From an optimization exercise on the open Yosys and OpenROAD flow, aimed at small area; shortcuts taken in it are not production practice.
Only simulation tests tie the RTL to the original design; equivalence was not proved.
Power figures rest on the tool's default switching activity, not on a simulated workload.

== run 1 ==
Design unum_adder, start of the top module:
module unum_adder(
	input clk,
	input[31:0] unum1,
	input[31:0] unum2,
	output[31:0] unum_o
);
export LEC_CHECK = 0
export ABC_AREA = 1
export CAP_MARGIN = 20
export CORE_MARGIN = 2
export CORE_UTILIZATION = 60
export CTS_BUF_LIST = sky130_fd_sc_hd__clkbuf_4 sky130_fd_sc_hd__clkbuf_8
export CTS_CLUSTER_SIZE = 30
export SLEW_MARGIN = 20
create_clock -name core_clock -period 4.5 [get_ports {clk}]
standard.sh (not shown) runs the stock make flow with config.mk's settings and CLKGATE_MAP_FILE= SYNTH_SCRIPT=/design/flow/synth_recipe.tcl, a recipe that flattens the netlist after the stock synthesis.
==> flow/flow/run.sh <==
#!/bin/bash
# Own layout flow: the standard synthesis, then the combinational logic between the
# standard synthesis's registers is mapped again with an area-oriented ABC script
# (the registers, their names and cells are kept), then the standard layout steps.
# Ports are buffered with the smallest buffer.
set -euo pipefail
W=$(pwd)
R=$W/orfs/results/$FLOW_PLATFORM/unum_adder/base
LIB=$FLOW_HOME/platforms/$FLOW_PLATFORM/lib/sky130_fd_sc_hd__tt_025C_1v80.lib
YOSYS=$(dirname $(command -v yosys 2>/dev/null || echo /OpenROAD-flow-scripts/tools/install/yosys/bin/yosys))/yosys
[ -x "$YOSYS" ] || YOSYS=/OpenROAD-flow-scripts/tools/install/yosys/bin/yosys

bash standard.sh synth > $W/log_synth.txt 2>&1

python3 $W/flow/genmodels.py $LIB > $W/cell_models.v 2> $W/log_genmodels.txt
cp $R/1_2_yosys.v $W/standard_synth.v
ABC_SCRIPT=${ABC_SCRIPT:-"strash;dch;map -D 2000;topo;stime -c;buffer -c;upsize -c;dnsize -c"}
echo "$ABC_SCRIPT" | tr ';' '\n' > $W/remap.abc
DU=""
for c in $(grep -o "sky130_fd_sc_hd__probe\S*\|sky130_fd_sc_hd__lpflow\S*" $FLOW_HOME/platforms/$FLOW_PLATFORM/config.mk | sort -u); do DU="$DU -dont_use $c"; done
cat > $W/remap.ys <<EOT
read_verilog $W/cell_models.v
read_verilog $W/standard_synth.v
hierarchy -top $FLOW_TOP
flatten
opt_clean -purge
simplemap
opt -fast
abc -liberty $LIB $DU -script $W/remap.abc
opt_clean -purge
setundef -zero
splitnets
opt_clean -purge
hilomap -singleton -hicell sky130_fd_sc_hd__conb_1 HI -locell sky130_fd_sc_hd__conb_1 LO
opt_clean -purge
tee -o $W/remap_stat.txt stat -liberty $LIB
write_verilog -noattr -noexpr -nohex -nodec $R/1_2_yosys.v
EOT
$YOSYS -q -l $W/log_remap.txt -s $W/remap.ys > /dev/null 2>&1
rm -f $R/1_synth.odb
export BUFFER_PORTS_ARGS="-buffer_cell sky130_fd_sc_hd__buf_1"
bash standard.sh finish > $W/log_finish.txt 2>&1
Other scripts of this flow, unchanged in this note and not shown: flow/flow/genmodels.py
Input-level comparison between run 2 and run 1:
-- flow/config.mk --
<<< run 1, line 11
export CORE_UTILIZATION = 60
export CTS_BUF_LIST = sky130_fd_sc_hd__clkbuf_4 sky130_fd_sc_hd__clkbuf_8
export CTS_CLUSTER_SIZE = 30
>>> run 2, line 11
export CORE_UTILIZATION = 40
### Flow results
- Lower area growth from synthesis to layout among run 2 and run 1: run 1
- Of run 2 and run 1, the run reporting the higher weighted congestion reported at the end of routability-driven placement was run 1.
- The higher final cell count of run 2 and run 1 is in run 2.
- Core footprint is lower on run 1
The inputs of run 3 differ from those of run 2 as listed below.
-- flow/flow/run.sh --
<<< run 2, line 17
ABC_SCRIPT=${ABC_SCRIPT:-"strash;dch;map -D 2000;topo;stime -c;buffer -c;upsize -c;dnsize -c"}
>>> run 3, line 17
ABC_SCRIPT=${ABC_SCRIPT:-"strash;dch;amap -m"}
Completing all stages was not enough for run 3: its layout failed the final checks because of negative setup slack. Run 3 vs. run 2: final antenna diode count about even; combinational power rose about 5%; area of the die fell 8300 um2; final net count fell 311. Shortest period the worst path allows ended up 1220 ps higher on run 3 than on run 2. Between run 3 and run 2, clock network fraction of total power is lower for run 3, run 2 comes in above that. [compare] base=run 2 new=run 3: wire length up about 3.6%, number of standard cells after synthesis down 725, final area up about 1.1%. In the final design statistics, run 3 uses fewer standard cells in total than run 2.

---

main:
unum_adder, a different RTL version from the one above (not shown whole).
Size in the first run: about 97 I/O pins, roughly 20000 um^2 of cells after synthesis.
export LEC_CHECK = 0
export ABC_AREA = 1
export CAP_MARGIN = 0
export CORE_MARGIN = 2
export CORE_UTILIZATION = 60
export CTS_BUF_LIST = sky130_fd_sc_hd__clkbuf_8 sky130_fd_sc_hd__clkbuf_16
export CTS_CLUSTER_DIAMETER = 100
export CTS_CLUSTER_SIZE = 30
export GPL_TIMING_DRIVEN = 0
export SLEW_MARGIN = 0
create_clock -name core_clock -period 4.5 [get_ports {clk}]
==> flow/flow/run.sh <==
#!/bin/bash
# Own layout flow: the standard synthesis, then the combinational logic between the
# standard synthesis's registers is mapped again with ABC (the registers, their names
# and cells are kept): the logic feeding the registers named in AREA_FLOPS with an
# area-only mapper, the rest with a delay-bounded one. Then the standard layout steps.
# Ports are buffered with the smallest buffer.
set -euo pipefail
W=$(pwd)
R=$W/orfs/results/$FLOW_PLATFORM/unum_adder/base
LIB=$FLOW_HOME/platforms/$FLOW_PLATFORM/lib/sky130_fd_sc_hd__tt_025C_1v80.lib
YOSYS=$(dirname $(command -v yosys 2>/dev/null || echo /OpenROAD-flow-scripts/tools/install/yosys/bin/yosys))/yosys
[ -x "$YOSYS" ] || YOSYS=/OpenROAD-flow-scripts/tools/install/yosys/bin/yosys

bash standard.sh synth > $W/log_synth.txt 2>&1

python3 $W/flow/genmodels.py $LIB > $W/cell_models.v 2> $W/log_genmodels.txt
cp $R/1_2_yosys.v $W/standard_synth.v
FIX="topo;stime -c;buffer -c;upsize -c;dnsize -c"
ABC_SCRIPT=${ABC_SCRIPT:-"strash;dch;map -D 2300;$FIX"}
ABC_AREA_SCRIPT=${ABC_AREA_SCRIPT:-"strash;dch;amap -m;$FIX"}
AREA_FLOPS=${AREA_FLOPS:-"sum_4* sg_4* inf_4* sc_4* e_5* f_5* nz_5* sg_5* inf_5* r_6* sg_6* rnd_6* o_7* fL_2* fS_2* scL_2* scS_2* sL_2* sS_2* inf_2* B_3* sg_3* sub_3* inf_3* sc_3* fL_3*"}
echo "$ABC_SCRIPT" | tr ';' '\n' > $W/remap.abc
echo "$ABC_AREA_SCRIPT" | tr ';' '\n' > $W/remap_area.abc
SEL=""
for p in $AREA_FLOPS; do if [ -z "$SEL" ]; then SEL="c:$p"; else SEL="$SEL c:$p %u"; fi; done
DU=""
for c in $(grep -o "sky130_fd_sc_hd__probe\S*\|sky130_fd_sc_hd__lpflow\S*" $FLOW_HOME/platforms/$FLOW_PLATFORM/config.mk | sort -u); do DU="$DU -dont_use $c"; done
cat > $W/remap.ys <<EOT
read_verilog $W/cell_models.v
read_verilog $W/standard_synth.v
hierarchy -top $FLOW_TOP
flatten
opt_clean -purge
simplemap
opt -fast
select -set late $SEL %ci*:-sky130_fd_sc_hd__dfxtp_1[Q,CLK] t:\$_* %i
abc -liberty $LIB $DU -script $W/remap_area.abc @late
select -clear
abc -liberty $LIB $DU -script $W/remap.abc t:\$_*
opt_clean -purge
setundef -zero
splitnets
opt_clean -purge
hilomap -singleton -hicell sky130_fd_sc_hd__conb_1 HI -locell sky130_fd_sc_hd__conb_1 LO
opt_clean -purge
tee -o $W/remap_stat.txt stat -liberty $LIB
write_verilog -noattr -noexpr -nohex -nodec $R/1_2_yosys.v
EOT
$YOSYS -q -l $W/log_remap.txt -s $W/remap.ys > /dev/null 2>&1
rm -f $R/1_synth.odb
export BUFFER_PORTS_ARGS="-buffer_cell sky130_fd_sc_hd__buf_1"
bash standard.sh finish > $W/log_finish.txt 2>&1
Other scripts of this flow, unchanged in this note and not shown: flow/flow/genmodels.py
main was carried through to the last stage, and its layout satisfied the timing, design-rule and antenna checks.
Changes in the feature branch relative to main:
-- flow/flow/run.sh --
<<< main, line 18
FIX="topo;stime -c;buffer -c;upsize -c;dnsize -c"
ABC_SCRIPT=${ABC_SCRIPT:-"strash;dch;map -D 2300;$FIX"}
ABC_AREA_SCRIPT=${ABC_AREA_SCRIPT:-"strash;dch;amap -m;$FIX"}
AREA_FLOPS=${AREA_FLOPS:-"sum_4* sg_4* inf_4* sc_4* e_5* f_5* nz_5* sg_5* inf_5* r_6* sg_6* rnd_6* o_7* fL_2* fS_2* scL_2* scS_2* sL_2* sS_2* inf_2* B_3* sg_3* sub_3* inf_3* sc_3* fL_3*"}
echo "$ABC_SCRIPT" | tr ';' '\n' > $W/remap.abc
>>> the feature branch, line 18
FIX="topo;stime -c;buffer -c;upsize -c;dnsize -c"
ABC_SCRIPT=${ABC_SCRIPT:-"strash;dch;map -D 2300;$FIX"}
ABC_AREA_SCRIPT=${ABC_AREA_SCRIPT:-"strash;dch;amap -m"}
AREA_FLOPS=${AREA_FLOPS:-"sum_4* sg_4* inf_4* sc_4* e_5* f_5* nz_5* sg_5* inf_5* r_6* sg_6* rnd_6* o_7* fL_2* fS_2* scL_2* scS_2* sL_2* sS_2* inf_2* B_3* sg_3* sub_3* inf_3* sc_3* fL_3*"}
echo "$ABC_SCRIPT" | tr ';' '\n' > $W/remap.abc
- The feature branch: PASS, flow complete, no timing, DRC or antenna violations
- The worst clock skew of the feature branch was superior to that of main.
- The feature branch vs main: global-route wire length before repair down by a little under 10%
- Measured against each other, main and the feature branch differ in share of the cycle needed by the critical path after routing, the lower figure coming from main.
- Comparing main and the feature branch, the lower final worst slack is on the feature branch.
- Total wire length | the feature branch below main
- The feature branch vs main, cell total after placement went down by 159.
- Of main and the feature branch, the run reporting the lower power was the feature branch.
- The feature branch vs main: via count down by a few percent
- The fraction of area in registers was comparable across main and the feature branch.
- Comparing main and the feature branch, the higher relative area of clock buffers and inverters in the final design was measured on main.

## static timing again, ports no longer ideal
The results above use ideal ports. As a check the final layouts listed here were re-extracted and re-timed, cells and wires unchanged. Step 1 sets driving cells, clkbuf_16 on the clock port and buf_2 on the other inputs (assumed; they add their load-dependent delay and slew). Step 2 adds t to the input delays and takes it off the output delays; t is the mean of the earliest and latest rising clock arrival at the registers after step 1. Input paths then give back, and output paths get back, about the clock's delay inside the block. Slacks: ideal / step 1 / step 2; pairs: ideal / step 1.
run | t, ns | slack for setup (ns) | worst hold slack (ns)
run 1 | 0.718 | 0.436 / 0.436 / 0.241 | 0.295 / 0.295 / 0.295
run 2 | 0.623 | 0.338 / 0.338 / 0.338 | 0.324 / 0.324 / 0.324
run 3 | 0.605 | -0.879 / -0.879 / -0.879 | 0.317 / 0.317 / 0.317
main | 0.585 | 0.156 / 0.189 / -0.396 | 0.317 / 0.317 / 0.317
the feature branch | 0.578 | 0.118 / 0.154 / -0.424 | 0.333 / 0.333 / 0.333
With both steps, setup timing fails in main and the feature branch, where it was met with ideal ports. The setup slack of main, which loses most, moves by +0.033 ns with the drivers and by -0.552 ns with both steps.
